This is an optimization exercise on Yosys and OpenROAD, whose aim is a short achievable clock period and few clock cycles, not a production implementation. No run shown here included a check of the RTL's function; only the layout flow was run. Power and IR drop assume default switching activity.

--- flow/config.mk ---
export PLATFORM = sky130hd
export DESIGN_NAME = Pipelined_CPU
export DESIGN_NICKNAME = Pipelined_CPU
export VERILOG_FILES = /design/flow/design.v
export SDC_FILE = /design/flow/constraint.sdc
export NUM_CORES = 4
export LEC_CHECK = 0
export ABC_CLOCK_PERIOD_IN_PS = 3000
export CAP_MARGIN = 20
export CORE_MARGIN = 2
export CORE_UTILIZATION = 40
export SETUP_SLACK_MARGIN = 5
export SLEW_MARGIN = 20
--- flow/run.sh ---
#!/bin/bash
# synth_recipe.tcl (not shown) runs the flow's synth.tcl, then flattens the netlist and writes it again
# the make line also repeats each setting of config.mk as NAME=value (left out here)
make -C /OpenROAD-flow-scripts/flow DESIGN_CONFIG=/design/flow/config.mk WORK_HOME=/design/flow/orfs CLKGATE_MAP_FILE= SYNTH_SCRIPT=/design/flow/synth_recipe.tcl finish
--- flow/design.v ---
`timescale 1ns / 1ps
module Pipelined_CPU(
    input clk,
    input reset,
    output reg [31:0] iaddr,
    input [31:0] idata,
    output reg [31:0] daddr,
    input [31:0] drdata,
    output reg [31:0] dwdata,
    output reg [3:0] we,
    output reg [31:0] pc
    );
    reg [31:0] pc_r;
    reg        d_valid;
    reg [31:0] d_ir;
    reg [31:0] d_pc;
    reg [31:0] d_pc4;
    reg [31:0] d_tb;        
    reg        d_pred;      
    reg        e_valid;
    reg [31:0] e_a;         
    reg [31:0] e_b;         
    reg [31:0] e_sd;        
    reg [31:0] e_pre;       
    reg [31:0] e_alt;       
    reg [4:0]  e_rd;
    reg        e_wen;       
    reg        e_load;
    reg        e_store;
    reg        e_ispre;
    reg        e_jalr;      
    reg [2:0]  e_f3;
    reg        e_sub;
    reg        e_arith;
    reg [7:0]  e_sel;       
    reg        e_m_eq, e_m_ne, e_m_lt, e_m_ge, e_m_ltu, e_m_geu;
    reg        e_am, e_aw, e_ar;
    reg        e_bm, e_bw, e_br;
    reg        e_sm, e_sw, e_sr;
    reg        m_wen;
    reg        m_load;
    reg [4:0]  m_rd;
    reg [31:0] m_res;
    reg [2:0]  m_f3;
    reg        w_wen;
    reg [4:0]  w_rd;
    reg [31:0] w_res;
    reg [31:0] rf [1:31];
    wire [6:0] op = d_ir[6:0];
    wire [4:0] rs1 = d_ir[19:15];
    wire [4:0] rs2 = d_ir[24:20];
    wire [4:0] rd  = d_ir[11:7];
    wire [2:0] f3  = d_ir[14:12];
    wire is_lui   = (op == 7'b0110111);
    wire is_auipc = (op == 7'b0010111);
    wire is_jal   = (op == 7'b1101111);
    wire is_jalr  = (op == 7'b1100111);
    wire is_br    = (op == 7'b1100011);
    wire is_load  = (op == 7'b0000011);
    wire is_store = (op == 7'b0100011);
    wire is_alui  = (op == 7'b0010011);
    wire is_alur  = (op == 7'b0110011);
    wire use_rs1 = is_jalr | is_br | is_load | is_store | is_alui | is_alur;
    wire use_rs2 = is_br | is_store | is_alur;
    wire rs2_alu = is_br | is_alur;      
    wire wen     = (is_lui | is_auipc | is_jal | is_jalr | is_load | is_alui | is_alur) & (rd != 5'd0);
    wire ispre   = is_lui | is_auipc | is_jal | is_jalr;
    wire [31:0] imm_i = {{20{d_ir[31]}}, d_ir[31:20]};
    wire [31:0] imm_s = {{20{d_ir[31]}}, d_ir[31:25], d_ir[11:7]};
    wire [31:0] imm   = is_store ? imm_s : imm_i;
    wire [19:0] auipc_hi = d_pc[31:12] + d_ir[31:12];
    wire [31:0] rf1 = (rs1 == 5'd0) ? 32'd0 : rf[rs1];
    wire [31:0] rf2 = (rs2 == 5'd0) ? 32'd0 : rf[rs2];
    wire w1 = w_wen && (w_rd == rs1);
    wire w2 = w_wen && (w_rd == rs2);
    wire [31:0] rv1 = w1 ? w_res : rf1;
    wire [31:0] rv2 = w2 ? w_res : rf2;
    wire x1a = e_wen && (e_rd == rs1);
    wire x2a = m_wen && (m_rd == rs1);
    wire x1b = e_wen && (e_rd == rs2);
    wire x2b = m_wen && (m_rd == rs2);
    wire stall = d_valid && e_load && ((use_rs1 && x1a) || (use_rs2 && x1b));
    wire jr_rdy = x1a ? e_ispre :
                  x2a ? !m_load :
                  ((rs1 == 5'd0) || w1);
    wire [31:0] jr_base = x1a ? e_pre : x2a ? m_res : (rs1 == 5'd0) ? 32'd0 : w_res;
    wire [31:0] jr_sum  = jr_base + imm_i;
    wire id_jr = d_valid && is_jalr && jr_rdy && !stall;
    wire alu_op  = is_alur | is_alui;
    wire alu_sub = is_alur & d_ir[30] & (f3 == 3'b000);
    wire [7:0] sel;
    assign sel[0] = (alu_op & f3 == 3'b000) | is_load | is_store;
    assign sel[1] = alu_op & f3 == 3'b010;
    assign sel[2] = alu_op & f3 == 3'b011;
    assign sel[3] = alu_op & f3 == 3'b100;
    assign sel[4] = alu_op & f3 == 3'b110;
    assign sel[5] = alu_op & f3 == 3'b111;
    assign sel[6] = alu_op & f3 == 3'b001;
    assign sel[7] = alu_op & f3 == 3'b101;
    wire [31:0] pre = is_lui ? {d_ir[31:12], 12'd0} :
                      is_auipc ? {auipc_hi, d_pc[11:0]} : d_pc4;
    wire bv = d_valid && is_br && !stall;
    wire mt = bv && !d_pred;    
    wire mn = bv && d_pred;     
    wire [31:0] a  = ({32{e_am}} & m_res) | ({32{e_aw}} & w_res) | ({32{e_ar}} & e_a);
    wire [31:0] b  = ({32{e_bm}} & m_res) | ({32{e_bw}} & w_res) | ({32{e_br}} & e_b);
    wire [31:0] sd = ({32{e_sm}} & m_res) | ({32{e_sw}} & w_res) | ({32{e_sr}} & e_sd);
    wire [31:0] bx = e_sub ? ~b : b;
    wire [32:0] sum = {1'b0, a} + {1'b0, bx} + {32'd0, e_sub};
    wire        eq   = (a == b);
    wire        cltu = (a < b);
    wire        clts = ($signed(a) < $signed(b));
    wire [31:0] sll = a << b[4:0];
    wire [31:0] srl = $signed({e_arith & a[31], a}) >>> b[4:0];
    wire [31:0] res =
        ({32{e_sel[0]}} & sum[31:0]) |
        ({32{e_sel[1]}} & {31'd0, clts}) |
        ({32{e_sel[2]}} & {31'd0, cltu}) |
        ({32{e_sel[3]}} & (a ^ b)) |
        ({32{e_sel[4]}} & (a | b)) |
        ({32{e_sel[5]}} & (a & b)) |
        ({32{e_sel[6]}} & sll) |
        ({32{e_sel[7]}} & srl) |
        ({32{e_ispre}}  & e_pre);
    wire mispred = (e_m_eq & eq) | (e_m_ne & ~eq) |
                   (e_m_lt & clts) | (e_m_ge & ~clts) |
                   (e_m_ltu & cltu) | (e_m_geu & ~cltu);
    wire jump    = e_valid && e_jalr;
    wire ex_redirect = mispred || jump;
    wire [31:0] ex_target = e_jalr ? {sum[31:1], 1'b0} : e_alt;
    reg [3:0]  st_we;
    reg [31:0] st_data;
    always @(*) begin
        st_data = sd;
        st_we   = 4'b0000;
        case (e_f3)
            3'b000: begin
                st_we   = 4'b0001 << sum[1:0];
                st_data = {4{sd[7:0]}};
            end
            3'b001: begin
                st_we   = sum[1] ? 4'b1100 : 4'b0011;
                st_data = {2{sd[15:0]}};
            end
            3'b010: st_we = 4'b1111;
            default: st_we = 4'b0000;
        endcase
    end
    reg [31:0] ld;
    wire [1:0] la = m_res[1:0];
    always @(*) begin
        case (m_f3)
            3'b000: case (la)
                        2'b00: ld = {{24{drdata[7]}},  drdata[7:0]};
                        2'b01: ld = {{24{drdata[15]}}, drdata[15:8]};
                        2'b10: ld = {{24{drdata[23]}}, drdata[23:16]};
                        default: ld = {{24{drdata[31]}}, drdata[31:24]};
                    endcase
            3'b001: ld = la[1] ? {{16{drdata[31]}}, drdata[31:16]} : {{16{drdata[15]}}, drdata[15:0]};
            3'b100: case (la)
                        2'b00: ld = {24'd0, drdata[7:0]};
                        2'b01: ld = {24'd0, drdata[15:8]};
                        2'b10: ld = {24'd0, drdata[23:16]};
                        default: ld = {24'd0, drdata[31:24]};
                    endcase
            3'b101: ld = la[1] ? {16'd0, drdata[31:16]} : {16'd0, drdata[15:0]};
            default: ld = drdata;
        endcase
    end
    wire f_jal = (idata[6:0] == 7'b1101111);
    wire f_br  = (idata[6:0] == 7'b1100011);
    wire f_pred = f_jal | (f_br & (idata[31] | idata[12]));
    wire [31:0] f_imm_j = {{11{idata[31]}}, idata[31], idata[19:12], idata[20], idata[30:21], 1'b0};
    wire [31:0] f_imm_b = {{19{idata[31]}}, idata[31], idata[7], idata[30:25], idata[11:8], 1'b0};
    wire [31:0] f_tj  = pc_r + f_imm_j;
    wire [31:0] f_tb  = pc_r + f_imm_b;
    wire [31:0] f_pc4 = pc_r + 32'd4;
    wire [31:0] f_target = idata[3] ? f_tj : f_tb;
    wire [31:0] pc_seq = stall ? pc_r :
                         id_jr ? {jr_sum[31:1], 1'b0} :
                         f_pred ? f_target : f_pc4;
    wire [31:0] pc_next = ex_redirect ? ex_target : pc_seq;
    always @(*) begin
        iaddr  = pc_r;
        pc     = pc_r;
        daddr  = m_res;
    end
    wire e_go = !reset && !ex_redirect && d_valid && !stall;
    always @(posedge clk) begin
        if (reset) pc_r <= 32'd0;
        else       pc_r <= pc_next;
        if (reset || ex_redirect || id_jr)
            d_valid <= 1'b0;
        else if (!stall)
            d_valid <= 1'b1;
        if (!stall) begin
            d_ir   <= idata;
            d_pc   <= pc_r;
            d_pc4  <= f_pc4;
            d_tb   <= f_tb;
            d_pred <= f_pred;
        end
        e_valid <= e_go;
        e_a     <= rv1;
        e_b     <= rs2_alu ? rv2 : imm;
        e_sd    <= rv2;
        e_pre   <= pre;
        e_alt   <= d_pred ? d_pc4 : d_tb;
        e_rd    <= rd;
        e_wen   <= e_go && wen;
        e_load  <= e_go && is_load;
        e_store <= e_go && is_store;
        e_ispre <= ispre;
        e_jalr  <= is_jalr && !jr_rdy;
        e_f3    <= f3;
        e_sub   <= alu_sub;
        e_arith <= d_ir[30];
        e_sel   <= sel;
        e_m_eq  <= e_go && ((mt && f3 == 3'b000) || (mn && f3 == 3'b001));
        e_m_ne  <= e_go && ((mt && f3 == 3'b001) || (mn && f3 == 3'b000));
        e_m_lt  <= e_go && ((mt && f3 == 3'b100) || (mn && f3 == 3'b101));
        e_m_ge  <= e_go && ((mt && f3 == 3'b101) || (mn && f3 == 3'b100));
        e_m_ltu <= e_go && ((mt && f3 == 3'b110) || (mn && f3 == 3'b111));
        e_m_geu <= e_go && ((mt && f3 == 3'b111) || (mn && f3 == 3'b110));
        e_am    <= use_rs1 && x1a;
        e_aw    <= use_rs1 && !x1a && x2a;
        e_ar    <= !(use_rs1 && (x1a || x2a));
        e_bm    <= rs2_alu && x1b;
        e_bw    <= rs2_alu && !x1b && x2b;
        e_br    <= !(rs2_alu && (x1b || x2b));
        e_sm    <= use_rs2 && x1b;
        e_sw    <= use_rs2 && !x1b && x2b;
        e_sr    <= !(use_rs2 && (x1b || x2b));
        m_wen  <= !reset && e_wen;
        m_load <= e_load;
        m_rd   <= e_rd;
        m_res  <= res;
        m_f3   <= e_f3;
        we     <= (!reset && e_store) ? st_we : 4'b0000;
        dwdata <= st_data;
        w_wen <= !reset && m_wen;
        w_rd  <= m_rd;
        w_res <= m_load ? ld : m_res;
        if (w_wen) rf[w_rd] <= w_res;
    end
endmodule
--- flow/constraint.sdc ---
create_clock -name core_clock -period 9.0 [get_ports {clk}]
set_input_delay 1.8000 -clock core_clock [delete_from_list [all_inputs] [get_ports {clk}]]
set_output_delay 1.8000 -clock core_clock [all_outputs]
set_load 0.01 [all_outputs]
==> impl_metrics.tcl, run 1 <==
set metrics [dict create \
    io_buffer_count 197 \
    grtUsageTotal_pct 30.2 \
    viasPerCell 6.49 \
    worstSetupPathType "flop to flop" \
    crit_path_end_kind "flop" \
    die_area_mm2 0.198 \
    largest_register "rf" \
    cts_buffers 164 \
    ys_ff_latch 1476 \
    syn2layout_area_growth_pct 19.4 \
    fmax_mhz 204 \
    cap_violations 0 \
    wl_per_cell_um 34.2 \
    drv_slew 0 \
    period_minus_slack_ps 4900 \
    cp.buffers_inverters 1 \
    min_period_over_period_pct 54.5 \
    antenna_found_initial 21 \
    setup.worst_path.start_class "flop" \
    leakage_nw 33.4 \
    yosysTopAreaCell "edfxtp_1" \
    ys_seq_area_share_pct 52.5 \
    fill_cells 16800 \
    cp_num_cells 20 \
    cts.path.max_buffers 3 \
    cp_data_arrival_time_ps 5590 \
    firstDrtPassIters 11 \
    ir_drop_mv 0.200 \
    tightest_slew_ps 1300 \
    outcome "timing/DRC/antenna clean" \
    cts_max_level 4 \
    async_flop_share_pct 0 \
    placed_cell_area_mm2 0.0827 \
    crit_required_ps 9680 \
    synthesis.nets 6290 \
    synth_ff_type "edfxtp_1" \
    dpl.hpwl_mm 194 \
    hold_viol_final 0 \
    rsz0062_at_grt "true" \
    hold_path_depth 0 \
    cts_tree "yes" \
    ctsHoldBuffers 0 \
    setup_viol 0 \
    critPathMaxStageDelay_ps 620 \
    synth_edf_count 1118 \
    ys_warn_count 1 \
    clkSinkCount 1476 \
    row_count 161 \
    synth_most_common_cell "edfxtp_1" \
    ys_types 101 \
    max_slew_margin_pct 12.4 \
    routed_wirelength_mm 307 \
    final_layout_size_suffix_gt1_share_pct 26.1 \
    tns_ps 0 \
    grt_first_pass_wirelength_mm 423 \
    core-area_mm2 0.193 \
    cp_common_cell "or4_4" \
    first_global_vias 54900 \
    start_util_pct 40.3 \
    chipWidth_um 444 \
    multi_input_area_mm2 0.0367 \
    clk_latency_ps 840 \
    synth_area_mm2 0.0776 \
    num_io_pins 198 \
    power.density_mw_per_mm2 182 \
    drc_errors 0 \
    seq_area_mm2 0.0409 \
    largest_register_ffs 992 \
    crit_fanout 6 \
    synth_common_cells "edfxtp_1, mux4_2, nand2_1" \
    num_vias 58300 \
    crit_family "compound AO/OA/AOI/OAI gates" \
    grt_start_max_net_pins 128 \
    postSynthCellCount 5999 \
    drt_iter0_drc 9763 \
    worstPathCellList "or4_4, buf_12, or2_4, nand2_1, nor2_1, a21oi_2, o21ai_1, ha_1, o21a_1, a2111oi_4, o21ai_2, a41oi_2, a21o_1, a311oi_2, a31oi_2, nor2b_4, or4_4, a31oi_4, or4_4, a21oi_1" \
    place_congestion 1.04 \
    clock_skew_ps 65.7 \
    final_area_mm2 0.0926 \
    postRouteAntennaNets 0 \
    reg2reg_depth 20 \
    cts-root-buf "clkbuf_16" \
    die_h_um 444 \
    nNetsFinal 6592 \
    clk_pin_slew_ps 60 \
    hold_class "flop to flop" \
    slowest_stage "or4_4" \
    avgSynthCellArea_um2 12.9 \
    synth_largest_type_area_fraction_pct 43.3 \
    ys_top_cells_by_area "edfxtp_1, mux4_2, dfxtp_1" \
    grt.overflow.total 0 \
]
## through the flow
stage,cells,worst slack [ps],utilization (%),total power [W],hold slack (ps)
finish,8983,4100,48.1,0.0169,373
detailed placement,8422,3150,43.0,0.00979,351
global placement,8422,3170,43.0,0.00979,361
global route,8975,3910,48.1,0.0173,371
CTS,8896,4070,47.2,0.0167,366
floorplan,5999,4410,-,0.00888,329
## final timing paths
path / start / end / slack (ps)
min reg2reg: e_load / m_load / 370
max reg2reg: d_ir[16] / pc_r[28] / 4100
min: e_load / m_load / 370
max: d_ir[16] / pc_r[28] / 4100
## logic make-up after synthesis
logic type,Yosys count,share of synthesized area (%)
AOI/OAI and AO/OA,1368,11.7
xor gates and xnor gates,213,2.40
adders and majority gates,225,3.68
buffers and inverters,616,3.19
DFF,1476,52.5
muxes,800,19.3
and+or+nand+nor,1301,7.30
## where the power goes
group | switching [W] | leakage [nW] | total, W | internal [W]
combinational | 0.00151 | 16.8 | 0.00247 | 0.000962
clock | 0.00293 | 2.63 | 0.00687 | 0.00394
sequential | 0.000163 | 14.0 | 0.00756 | 0.00739
total | 0.00460 | 33.4 | 0.0169 | 0.0123
## cells in the final DEF, fill, tap and decap left out, types with 82 or more instances in the layout
| cell | count |
|---|---|
| mux2i_1 | 188 |
| a211oi_1 | 129 |
| buf_4 | 316 |
| xnor2_1 | 105 |
| clkdlybuf4s50_1 | 191 |
| o21ai_0 | 284 |
| inv_1 | 129 |
| nor2_1 | 403 |
| mux4_2 | 549 |
| ha_1 | 180 |
| nand2_1 | 525 |
| edfxtp_1 | 1118 |
| a21oi_1 | 310 |
| a21o_1 | 82 |
| dfxtp_1 | 305 |
| clkbuf_16 | 171 |
## final cells by class
| class | instances | area share (%) |
|---|---|---|
| flip-flops and latches | 1476 | 44.1 |
| multi-input cells | 3917 | 39.6 |
| repair buffers | 599 | 6.26 |
| clock buffers | 232 | 4.96 |
| well taps | 2526 | 3.41 |
| clock inverters | 74 | 0.957 |
| inverters | 143 | 0.607 |
| diodes | 16 | 0.0432 |
## routing by layer
metal	vias up	GRT usage, %	share of wire [%]	wire length, um
met1	29600	43.4	40	122000
met3	687	6.15	12	35600
li1	24000	-	-	-
met2	3950	43.3	43	131000
met5	-	0	0.029	89
met4	10	15.5	5.6	17300
## timing repair
| action | in CTS | in global routing |
|---|---|---|
| resized for setup | 269 | 208 |
| cloned | 14 | 7 |
| setup buffers | 154 | 64 |
| setup endpoints to repair | 134 | 87 |
| pin swaps | 110 | 103 |
| hold endpoints to repair | 0 | 0 |
==> inputs of run 2 (changes only) <==
==> flow/flow/run.sh (new file) <==
#!/bin/bash
set -euo pipefail
bash standard.sh SETUP_SLACK_MARGIN=6.2 finish > standard_make.log 2>&1
==> flow/standard.sh (new file) <==
#!/bin/bash
# synth_recipe.tcl (not shown) runs the flow's synth.tcl, then flattens the netlist and writes it again
# the make line also repeats each setting of config.mk as NAME=value (left out here)
make -C /OpenROAD-flow-scripts/flow DESIGN_CONFIG=/design/flow/config.mk WORK_HOME=/design/flow/orfs CLKGATE_MAP_FILE= SYNTH_SCRIPT=/design/flow/synth_recipe.tcl "${@:-finish}"
--- a/flow/config.mk
+++ b/flow/config.mk
@@ -11,3 +11,2 @@
 export CORE_UTILIZATION = 40
-export SETUP_SLACK_MARGIN = 5
 export SLEW_MARGIN = 20
removed: flow/run.sh
==> impl_metrics.tcl, run 2 <==
set metrics [dict create \
    start_util_pct 40.3 \
    routed_wirelength_mm 341 \
    critPathCapture "pc_r[30]" \
    ys_top_cells_by_area "edfxtp_1, mux4_2, dfxtp_1" \
    tightest_slew_ps 1270 \
    synth_largest_type_area_fraction_pct 43.3 \
    clock_skew_ps 49.1 \
    slowest_stage "clkdlybuf4s50_1" \
    fmax_mhz 207 \
    worstSetupPathType "input port to flop" \
    postSynthCellCount 5999 \
    startpoint "idata[20]" \
    grt.overflow.total 0 \
    grt_start_max_net_pins 77 \
    die_area_mm2 0.198 \
    synth_common_cells "edfxtp_1, mux4_2, nand2_1" \
    cp_common_cell "a31oi_1" \
    critPathMaxStageDelay_ps 630 \
    core-area_mm2 0.193 \
    firstDrtPassIters 12 \
    cts_buffers 161 \
    power_w 0.0176 \
    wl_per_cell_um 36.1 \
    worstPathCellList "clkdlybuf4s50_1, ha_1, a21o_1, a211oi_1, o211ai_1, nand3_1, a31oi_1, o21ai_1, a31oi_4, a31oi_1, xor2_1, nor2_1, a2111oi_2, a221oi_1" \
    setup_viol 0 \
    dpl.hpwl_mm 197 \
    avgSynthCellArea_um2 12.9 \
    num_io_pins 198 \
    crit_path_end_kind "flop" \
    antenna_found_initial 21 \
    ys_warn_count 1 \
    tns_ps 0 \
    timing.rr.end "pc_r[30]" \
    io_buffer_count 197 \
    cp_data_arrival_time_ps 5530 \
    synth_ff_type "edfxtp_1" \
    postRouteAntennaNets 0 \
    grt_first_pass_wirelength_mm 459 \
    reg2reg_depth 21 \
    synth_area_mm2 0.0776 \
    syn2layout_area_growth_pct 30.7 \
    nNetsFinal 7050 \
    die_h_um 444 \
    pre_cts_ws_ps 2940 \
    seq_area_mm2 0.0411 \
    synth_edf_count 1118 \
    rsz0062_at_grt "true" \
    ys_ff_latch 1476 \
    synth_most_common_cell "edfxtp_1" \
    clk_pin_slew_ps 60 \
    synthesis.nets 6290 \
    ir_drop_mv 0.174 \
    first_global_vias 58300 \
    period_minus_slack_ps 4840 \
    power.density_mw_per_mm2 173 \
    drv_slew 0 \
    cap_violations 0 \
    layout_commonest_cell "edfxtp_1" \
    setup.worst_path.start_class "input port" \
    final_layout_size_suffix_gt1_share_pct 39.0 \
    clkSinkCount 1476 \
    crit_required_ps 9700 \
    cts-root-buf "clkbuf_16" \
    clk_latency_ps 850 \
    yosysTopAreaCell "edfxtp_1" \
    async_flop_share_pct 0 \
    outcome "timing/DRC/antenna clean" \
    chipWidth_um 444 \
    viasPerCell 6.57 \
    crit_fanout 6 \
    row_count 161 \
    cts_max_level 4 \
    ys_types 101 \
    ys_seq_area_share_pct 52.5 \
    leakage_nw 37.5 \
    hold_class "flop to flop" \
    place_congestion 0.996 \
    cts_tree "yes" \
    final_cell_mix "edfxtp_1, mux4_2, buf_4" \
    drc_errors 0 \
    cts.path.max_buffers 3 \
    max_slew_margin_pct 15.2 \
    fill_cells 15900 \
    min_period_over_period_pct 53.7 \
    setup_ws_ps 4160 \
    grtUsageTotal_pct 33.2 \
    hold_viol_final 0 \
    largest_register "rf" \
    drt_iter0_drc 10400 \
    r2r_slack_ps 4270 \
    multi_input_area_mm2 0.0391 \
    timing.rr.start "d_ir[16]" \
    largest_register_ffs 992 \
    num_vias 62000 \
]
run 2: cell count changes in the layout (fill, tap and decap cells not counted), moves of 64 or more:
| cell | delta |
|---|---|
| a21oi_1 | -75 |
| buf_6 | +207 |
| a21oi_2 | +64 |
| buf_4 | +205 |
| o21ai_0 | -70 |
| clkdlybuf4s50_1 | -146 |
run 2: worst min-delay path by stage:
stage	start	endpoint	depth (start not counted)
floorplan	e_f3[0]	m_f3[0]	0
global placement	e_load	m_load	0
detailed placement	e_load	m_load	0
CTS	e_load	m_load	0
global route	e_load	m_load	0
finish	e_load	m_load	0
run 2: cell type report:
| cell class | count | area share [%] |
|---|---|---|
| tap | 2526 | 3.12 |
| clock buffer | 199 | 4.38 |
| timing repair buffer | 1053 | 11.7 |
| antenna | 21 | 0.0518 |
| inverter | 143 | 0.596 |
| clock inverter | 104 | 1.17 |
| multi-input combinational | 3921 | 38.5 |
| sequential | 1476 | 40.5 |
| timing repair inverter | 3 | 0.0333 |
run 2: kinds of logic (layout without fill, tap and decap cells):
group	Yosys count	after routing	share of synthesized area, %
muxes	800	806	19.3
xor gates and xnor gates	213	213	2.40
DFF	1476	1476	52.5
AOI/OAI and AO/OA	1368	1369	11.7
buffers and inverters	616	1502	3.19
and+or+nand+nor	1301	1308	7.30
adders and majority gates	225	225	3.68
other	0	21	0
run 2: power breakdown:
group	internal [W]	switching [W]	total (W)	leakage (nW)
clock	0.00402	0.00303	0.00705	2.75
sequential	0.00738	0.000150	0.00753	14.0
combinational	0.00122	0.00176	0.00298	20.8
total	0.0126	0.00494	0.0176	37.5
run 2: timing repair:
action | 4_1_cts | 5_1_grt
setup endpoints to repair | 537 | 935
hold buffers | 0 | 0
cloned | 57 | 28
pin swaps | 219 | 151
resized for setup | 1553 | 507
buffers inserted | 426 | 183
run 2: worst max-delay path, delay by kind of cell:
family                   cells  cell delay (ps)
AND/OR/NAND/NOR              2              240
XOR/XNOR                     1              310
buffers and inverters        1              630
adder cells (fa/ha/maj)      1              370
AO/OA/AOI/OAI                9             2180
run 2: metal layers:
layer  routed length (um)  share of wire (%)  track usage [%]
met5                  103              0.030            0.195
met4                22700                6.7             19.0
met3                45600                 13             9.57
met2               144000                 42             47.4
met1               129000                 38             45.1
run 2: metrics by stage:
stage               cell area (um2)  utilization, %  hold slack (ps)  std cells
CTS                           97500            50.6              368       9213
floorplan                     78600               -              329       5999
finish                       101000            52.7              368       9446
global placement              83100            43.2              342       8427
detailed placement            83100            43.2              348       8427
global route                 101000            52.7              375       9437

==> separate check: timing with driven ports <==
The results above use ideal ports. As a check the final layouts listed here were re-extracted and re-timed, cells and wires unchanged.
Step 1, drivers: a clkbuf_16 drives clk and a buf_2 each remaining input, both assumed.
Step 2 adds t to the input delays and takes it off the output delays; t is the mean of the earliest and latest rising clock arrival at the registers after step 1. Input paths then give back, and output paths get back, about the clock's delay inside the block.
a / b / c = ideal ports / drivers / drivers and shift; a / b = the first two.
| run | t, ns | setup slack, ns | worst hold slack (ns) | worst setup path at the end | cell pins on the clock port's net |
|---|---|---|---|---|---|
| run 1 | 0.893 | 4.098 / 4.098 / 3.494 | 0.373 / 0.373 / 0.373 | input to register | 1 |
| run 2 | 0.915 | 4.164 / 4.226 / 3.310 | 0.368 / 0.368 / 0.368 | input to register | 1 |
After both steps every run listed still meets setup and hold. For run 2, which loses most, drivers alone change the setup slack by +0.062 ns; drivers and shift together by -0.854 ns.
